What follows belongs to an exercise in optimizing a design on an open flow for small area, a short achievable clock period and few clock cycles; a production flow would make more cautious choices. Where RTL was checked, it was by simulation tests only, not by an equivalence proof against the original.

==> flow/design.v <==
`timescale          1ns/1ps
`default_nettype    none
module NfiVe_MDU (
	input clk,
	input rst_n,
	input start,
	output done,
	input [2:0] op,
	input mul_div,
	input [31:0] op1, op2,
	output [31:0] result
);
	reg st_mul, st_pre, st_div, st_corr, st_fin;
	wire st_idle = ~(st_mul | st_pre | st_div | st_corr | st_fin);
	reg        done_r;
	reg        rem;     
	reg        mulhi;   
	reg        dv;      
	reg [4:0]  cnt;
	reg [32:0] M;       
	reg [31:0] B;       
	reg [33:0] acc;     
	reg        corr;    
	reg        inv;     
	reg        sa;      
	reg        finw;    
	reg        one0, two0, neg0, one1, two1, neg1;   
	reg        r0z, r0i;                             
	assign done = done_r;
	assign result = B;
	wire        sgn_div = ~op[0];
	wire        a_neg = sgn_div & op1[31];
	wire        b_neg = sgn_div & op2[31];
	wire [31:0] a_abs = a_neg ? (~op1 + 32'd1) : op1;
	wire [31:0] b_abs = b_neg ? (~op2 + 32'd1) : op2;
	wire [5:0] za_in, zb_raw;
	lzc32 u_lza (.x(op1 ^ {32{a_neg}}), .z(za_in));
	lzc32 u_lzb (.x(op2 ^ {32{b_neg}}), .z(zb_raw));
	wire [5:0] zb_in = (zb_raw[5] & b_neg) ? 6'd31 : zb_raw;
	wire        msx = M[32] & ~dv;
	wire [34:0] m35 = {msx, msx, M};
	wire [34:0] m2  = {msx, M, 1'b0};
	wire [34:0] pp0 = ({35{one0}} & m35 | {35{two0}} & m2) ^ {35{neg0}};
	wire [34:0] pp1 = ({35{one1}} & m35 | {35{two1}} & m2) ^ {35{neg1}};
	wire [36:0] r0 = ({{3{acc[33]}}, acc} & {37{~r0z}}) ^ {37{r0i}};
	wire [36:0] r1 = {{2{pp0[34]}}, pp0};
	wire [36:0] r2 = {pp1, neg1, neg1 | r0i};
	wire [36:0] cs_s = r0 ^ r1 ^ r2;
	wire [36:0] cs_c = (r0 & r1) | (r0 & r2) | (r1 & r2);
	wire [37:0] sum_x = {cs_s, 1'b1} + {cs_c[35:0], neg1, neg0};
	wire [36:0] sum = sum_x[37:1];
	wire        sneg = sum[36];
	wire [2:0] nb0 = st_idle ? {op2[1:0], 1'b0} : B[5:3];
	wire [2:0] nb1 = st_idle ? op2[3:1] : B[7:5];
	reg  [5:0] za, zb;
	reg        afix;    
	wire [31:0] pa = acc[31:0];
	wire [15:0] any1, mul1;
	wire [7:0]  any2, mul2;
	wire [3:0]  any3, mul3;
	wire [1:0]  any4, mul4;
	genvar k;
	generate
		for (k = 0; k < 16; k = k + 1) begin : pw1
			assign any1[k] = pa[2*k] | pa[2*k+1];
			assign mul1[k] = pa[2*k] & pa[2*k+1];
		end
		for (k = 0; k < 8; k = k + 1) begin : pw2
			assign any2[k] = any1[2*k] | any1[2*k+1];
			assign mul2[k] = mul1[2*k] | mul1[2*k+1] | (any1[2*k] & any1[2*k+1]);
		end
		for (k = 0; k < 4; k = k + 1) begin : pw3
			assign any3[k] = any2[2*k] | any2[2*k+1];
			assign mul3[k] = mul2[2*k] | mul2[2*k+1] | (any2[2*k] & any2[2*k+1]);
		end
		for (k = 0; k < 2; k = k + 1) begin : pw4
			assign any4[k] = any3[2*k] | any3[2*k+1];
			assign mul4[k] = mul3[2*k] | mul3[2*k+1] | (any3[2*k] & any3[2*k+1]);
		end
	endgenerate
	wire a_pow2 = ~(mul4[0] | mul4[1] | (any4[0] & any4[1]));
	wire fix_a = sa & a_pow2 & ~afix;
	wire [6:0] sdiff = {1'b0, zb} - {1'b0, za};
	wire       b_zero = zb[5];
	wire       s_neg = sdiff[6];
	wire       quick = b_zero | s_neg;
	wire [32:0] m_al = {1'b0, M[31:0]} << sdiff[4:0];
	wire       inv_n = rem ? sa : (sa ^ inv);
	wire mul_last = st_mul & (cnt == 5'd0);
	wire div_last = st_div & (cnt == 5'd0);
	wire [31:0] q_new = {B[30:0], ~sneg};
	always @(posedge clk or negedge rst_n) begin
		if (~rst_n) begin
			st_mul <= 1'b0; st_pre <= 1'b0; st_div <= 1'b0; st_corr <= 1'b0; st_fin <= 1'b0;
			done_r <= 1'b0;
		end else begin
			st_mul <= st_idle & start & mul_div | st_mul & (cnt != 5'd0);
			st_corr <= mul_last & corr;
			st_pre <= st_idle & start & ~mul_div | st_pre & fix_a;
			st_div <= st_pre & ~fix_a & ~quick | st_div & (cnt != 5'd0);
			st_fin <= st_pre & ~fix_a & quick | div_last & (rem | inv);
			done_r <= st_mul & (cnt == 5'd1) & ~corr
			        | mul_last & corr
			        | st_pre & ~fix_a & quick
			        | st_pre & ~fix_a & ~quick & (sdiff[4:0] == 5'd0) & ~rem & ~inv_n
			        | st_div & (cnt == 5'd1) & ~rem & ~inv
			        | div_last & (rem | inv);
		end
	end
	always @(posedge clk) begin
		if (st_idle | st_mul) begin
			one0 <= nb0[1] ^ nb0[0];
			two0 <= (nb0[2] & ~nb0[1] & ~nb0[0]) | (~nb0[2] & nb0[1] & nb0[0]);
			neg0 <= nb0[2];
			one1 <= nb1[1] ^ nb1[0];
			two1 <= (nb1[2] & ~nb1[1] & ~nb1[0]) | (~nb1[2] & nb1[1] & nb1[0]);
			neg1 <= nb1[2];
			r0z <= 1'b0;
			r0i <= 1'b0;
		end
		if (st_idle & start & ~mul_div) begin
			one0 <= 1'b1; two0 <= 1'b0; neg0 <= 1'b1;
			one1 <= 1'b0; two1 <= 1'b0; neg1 <= 1'b0;
		end
		if (mul_last) begin
			one0 <= 1'b1; two0 <= 1'b0; neg0 <= 1'b0;
			one1 <= 1'b0; two1 <= 1'b0; neg1 <= 1'b0;
		end
		if (st_pre & ~fix_a & quick) begin
			one0 <= 1'b0; neg0 <= 1'b0;
			r0i <= rem & sa;
		end
		if (st_div) begin
			if (cnt != 5'd0)
				neg0 <= ~sneg;
			else if (rem) begin
				one0 <= sneg;
				neg0 <= sneg & inv;
				r0i <= inv;
			end else begin
				neg0 <= 1'b1;
				r0z <= 1'b1;
			end
		end
		if (st_idle & start) begin
			rem <= op[1];
			mulhi <= op[1:0] != 2'b00;
			dv <= ~mul_div;
			za <= za_in;
			zb <= zb_in;
			afix <= 1'b0;
			if (mul_div) begin
				M <= {op[1:0] != 2'b11 & op1[31], op1};
				B <= op2;
				acc <= 34'd0;
				cnt <= 5'd7;
				corr <= op[1] & op2[31];
			end else begin
				M <= {1'b0, b_abs};
				acc <= {2'b00, a_abs};
				sa <= a_neg;
				inv <= b_neg;    
			end
		end
		if (st_mul) begin
			acc <= {sum[36], sum[36:4]};
			if (cnt == 5'd0 && mulhi && !corr)
				B <= sum[35:4];
			else
				B <= {sum[3:0], B[31:4]};
			cnt <= cnt - 5'd1;
		end
		if (st_corr) B <= sum[31:0];
		if (st_pre & fix_a) begin
			za <= za - 6'd1;
			afix <= 1'b1;
		end
		if (st_pre & ~fix_a) begin
			finw <= rem;
			if (quick) begin
				B <= b_zero ? 32'hffffffff : 32'd0;
			end else begin
				B <= 32'd0;
				M <= m_al;
				cnt <= sdiff[4:0];
				inv <= inv_n;
			end
		end
		if (st_div) begin
			acc <= sum[33:0];
			cnt <= cnt - 5'd1;
			if (cnt != 5'd0) begin
				M <= {1'b0, M[32:1]};
				B <= q_new;
			end else if (!rem) begin
				if (inv) begin
					M <= {1'b0, q_new};
					finw <= 1'b1;
				end else
					B <= q_new;
			end
		end
		if (st_fin & finw) B <= sum[31:0];
	end
endmodule
module lzc32 (
	input  [31:0] x,
	output [5:0]  z
);
	wire [7:0] v;
	wire [15:0] g;   
	genvar i;
	generate
		for (i = 0; i < 8; i = i + 1) begin : grp
			wire [3:0] n = x[4*i+3:4*i];
			assign v[i] = |n;
			assign g[2*i+1:2*i] = n[3] ? 2'd0 : n[2] ? 2'd1 : n[1] ? 2'd2 : 2'd3;
		end
	endgenerate
	wire [3:0] v8;
	wire [11:0] g8;
	generate
		for (i = 0; i < 4; i = i + 1) begin : p8
			assign v8[i] = v[2*i+1] | v[2*i];
			assign g8[3*i+2:3*i] = v[2*i+1] ? {1'b0, g[4*i+3:4*i+2]} : {1'b1, g[4*i+1:4*i]};
		end
	endgenerate
	wire [1:0] v16;
	wire [7:0] g16;
	generate
		for (i = 0; i < 2; i = i + 1) begin : p16
			assign v16[i] = v8[2*i+1] | v8[2*i];
			assign g16[4*i+3:4*i] = v8[2*i+1] ? {1'b0, g8[6*i+5:6*i+3]} : {1'b1, g8[6*i+2:6*i]};
		end
	endgenerate
	assign z = v16[1] ? {2'b00, g16[7:4]} :
	           v16[0] ? {2'b01, g16[3:0]} : 6'd32;
endmodule
export LEC_CHECK = 0
export CAP_MARGIN = 20
export CORE_MARGIN = 2
export CORE_UTILIZATION = 45
export SLEW_MARGIN = 20
create_clock -name core_clock -period 10.0 [get_ports {clk}]
standard.sh (not shown) runs the stock make flow with config.mk's settings and CLKGATE_MAP_FILE= SYNTH_SCRIPT=/design/flow/synth_recipe.tcl, a recipe that flattens the netlist after the stock synthesis.
==> flow/flow/run.sh <==
#!/bin/bash
set -euo pipefail
cd "$(dirname "$0")/.."
bash standard.sh $(cat flow/knobs.txt) finish > flow_standard.log 2>&1
==> flow/flow/knobs.txt <==
SETUP_SLACK_MARGIN=6.5 TNS_END_PERCENT=0
Edit:
--- a/flow/design.v
+++ b/flow/design.v
@@ -31,14 +31,10 @@
 	wire        sgn_div = ~op[0];
 	wire        a_neg = sgn_div & op1[31];
 	wire        b_neg = sgn_div & op2[31];
 	wire [31:0] a_abs = a_neg ? (~op1 + 32'd1) : op1;
 	wire [31:0] b_abs = b_neg ? (~op2 + 32'd1) : op2;
-	wire [5:0] za_in, zb_raw;
-	lzc32 u_lza (.x(op1 ^ {32{a_neg}}), .z(za_in));
-	lzc32 u_lzb (.x(op2 ^ {32{b_neg}}), .z(zb_raw));
-	wire [5:0] zb_in = (zb_raw[5] & b_neg) ? 6'd31 : zb_raw;
 	wire        msx = M[32] & ~dv;
 	wire [34:0] m35 = {msx, msx, M};
 	wire [34:0] m2  = {msx, M, 1'b0};
 	wire [34:0] pp0 = ({35{one0}} & m35 | {35{two0}} & m2) ^ {35{neg0}};
 	wire [34:0] pp1 = ({35{one1}} & m35 | {35{two1}} & m2) ^ {35{neg1}};
@@ -50,43 +46,18 @@
 	wire [37:0] sum_x = {cs_s, 1'b1} + {cs_c[35:0], neg1, neg0};
 	wire [36:0] sum = sum_x[37:1];
 	wire        sneg = sum[36];
 	wire [2:0] nb0 = st_idle ? {op2[1:0], 1'b0} : B[5:3];
 	wire [2:0] nb1 = st_idle ? op2[3:1] : B[7:5];
-	reg  [5:0] za, zb;
-	reg        afix;    
-	wire [31:0] pa = acc[31:0];
-	wire [15:0] any1, mul1;
-	wire [7:0]  any2, mul2;
-	wire [3:0]  any3, mul3;
-	wire [1:0]  any4, mul4;
-	genvar k;
-	generate
-		for (k = 0; k < 16; k = k + 1) begin : pw1
-			assign any1[k] = pa[2*k] | pa[2*k+1];
-			assign mul1[k] = pa[2*k] & pa[2*k+1];
-		end
-		for (k = 0; k < 8; k = k + 1) begin : pw2
-			assign any2[k] = any1[2*k] | any1[2*k+1];
-			assign mul2[k] = mul1[2*k] | mul1[2*k+1] | (any1[2*k] & any1[2*k+1]);
-		end
-		for (k = 0; k < 4; k = k + 1) begin : pw3
-			assign any3[k] = any2[2*k] | any2[2*k+1];
-			assign mul3[k] = mul2[2*k] | mul2[2*k+1] | (any2[2*k] & any2[2*k+1]);
-		end
-		for (k = 0; k < 2; k = k + 1) begin : pw4
-			assign any4[k] = any3[2*k] | any3[2*k+1];
-			assign mul4[k] = mul3[2*k] | mul3[2*k+1] | (any3[2*k] & any3[2*k+1]);
-		end
-	endgenerate
-	wire a_pow2 = ~(mul4[0] | mul4[1] | (any4[0] & any4[1]));
-	wire fix_a = sa & a_pow2 & ~afix;
+	wire [5:0] za, zb;
+	lzc32 u_lza (.x(acc[31:0]), .z(za));
+	lzc32 u_lzb (.x(M[31:0]), .z(zb));
 	wire [6:0] sdiff = {1'b0, zb} - {1'b0, za};
 	wire       b_zero = zb[5];
 	wire       s_neg = sdiff[6];
 	wire       quick = b_zero | s_neg;
-	wire [32:0] m_al = {1'b0, M[31:0]} << sdiff[4:0];
+	wire [31:0] m_al = M[31:0] << sdiff[4:0];
 	wire       inv_n = rem ? sa : (sa ^ inv);
 	wire mul_last = st_mul & (cnt == 5'd0);
 	wire div_last = st_div & (cnt == 5'd0);
 	wire [31:0] q_new = {B[30:0], ~sneg};
 	always @(posedge clk or negedge rst_n) begin
@@ -94,17 +65,17 @@
 			st_mul <= 1'b0; st_pre <= 1'b0; st_div <= 1'b0; st_corr <= 1'b0; st_fin <= 1'b0;
 			done_r <= 1'b0;
 		end else begin
 			st_mul <= st_idle & start & mul_div | st_mul & (cnt != 5'd0);
 			st_corr <= mul_last & corr;
-			st_pre <= st_idle & start & ~mul_div | st_pre & fix_a;
-			st_div <= st_pre & ~fix_a & ~quick | st_div & (cnt != 5'd0);
-			st_fin <= st_pre & ~fix_a & quick | div_last & (rem | inv);
+			st_pre <= st_idle & start & ~mul_div;
+			st_div <= st_pre & ~quick | st_div & (cnt != 5'd0);
+			st_fin <= st_pre & quick | div_last & (rem | inv);
 			done_r <= st_mul & (cnt == 5'd1) & ~corr
 			        | mul_last & corr
-			        | st_pre & ~fix_a & quick
-			        | st_pre & ~fix_a & ~quick & (sdiff[4:0] == 5'd0) & ~rem & ~inv_n
+			        | st_pre & quick
+			        | st_pre & ~quick & (sdiff[4:0] == 5'd0) & ~rem & ~inv_n
 			        | st_div & (cnt == 5'd1) & ~rem & ~inv
 			        | div_last & (rem | inv);
 		end
 	end
 	always @(posedge clk) begin
@@ -124,11 +95,11 @@
 		end
 		if (mul_last) begin
 			one0 <= 1'b1; two0 <= 1'b0; neg0 <= 1'b0;
 			one1 <= 1'b0; two1 <= 1'b0; neg1 <= 1'b0;
 		end
-		if (st_pre & ~fix_a & quick) begin
+		if (st_pre & quick) begin
 			one0 <= 1'b0; neg0 <= 1'b0;
 			r0i <= rem & sa;
 		end
 		if (st_div) begin
 			if (cnt != 5'd0)
@@ -144,13 +115,10 @@
 		end
 		if (st_idle & start) begin
 			rem <= op[1];
 			mulhi <= op[1:0] != 2'b00;
 			dv <= ~mul_div;
-			za <= za_in;
-			zb <= zb_in;
-			afix <= 1'b0;
 			if (mul_div) begin
 				M <= {op[1:0] != 2'b11 & op1[31], op1};
 				B <= op2;
 				acc <= 34'd0;
 				cnt <= 5'd7;
@@ -169,21 +137,17 @@
 			else
 				B <= {sum[3:0], B[31:4]};
 			cnt <= cnt - 5'd1;
 		end
 		if (st_corr) B <= sum[31:0];
-		if (st_pre & fix_a) begin
-			za <= za - 6'd1;
-			afix <= 1'b1;
-		end
-		if (st_pre & ~fix_a) begin
+		if (st_pre) begin
 			finw <= rem;
 			if (quick) begin
 				B <= b_zero ? 32'hffffffff : 32'd0;
 			end else begin
 				B <= 32'd0;
-				M <= m_al;
+				M <= {1'b0, m_al};
 				cnt <= sdiff[4:0];
 				inv <= inv_n;
 			end
 		end
 		if (st_div) begin
The new run ran to the end with no violations.
Synthesized cell count falls by roughly a tenth.
Sequential share of layout area came out higher by 0.27 points.
Area after synthesis is lower by roughly a tenth.
Utilization is lower by 0.21 points.
Die area drops by roughly a tenth.
First-iteration DRC count came out lower by a few percent.
Worst hold slack gains 31 ps.
Testbench counts after the change, summed over its fixed seeds: cycles 22,552.
No functional check of the RTL was part of the first run of this note.

==> re-timing with driven ports <==
The results above use ideal ports. As a check the final layouts listed here were re-extracted and re-timed, cells and wires unchanged. Step 1: set_driving_cell puts a clkbuf_16 on clk and a buf_2 on each other input, an assumption about the parent block. Step 2 also shifts input and output timing later by t, the mid clock arrival at the registers, as if the neighbouring blocks saw the same clock. a / b / c = ideal ports / drivers / drivers and shift; a / b = the first two.
run | shift t [ns] | slack for setup (ns) | worst register clock-pin slew, ns | cell pins on the clock port's net
the first run | 0.530 | 5.677 / 5.709 / 5.180 | 0.08 / 0.08 | 1
the second run | 0.483 | 5.417 / 5.417 / 4.963 | 0.07 / 0.07 | 1
After both steps setup and hold are still met in every run listed. For the first run, which loses most, drivers alone change the setup slack by +0.032 ns; drivers and shift together by -0.497 ns.
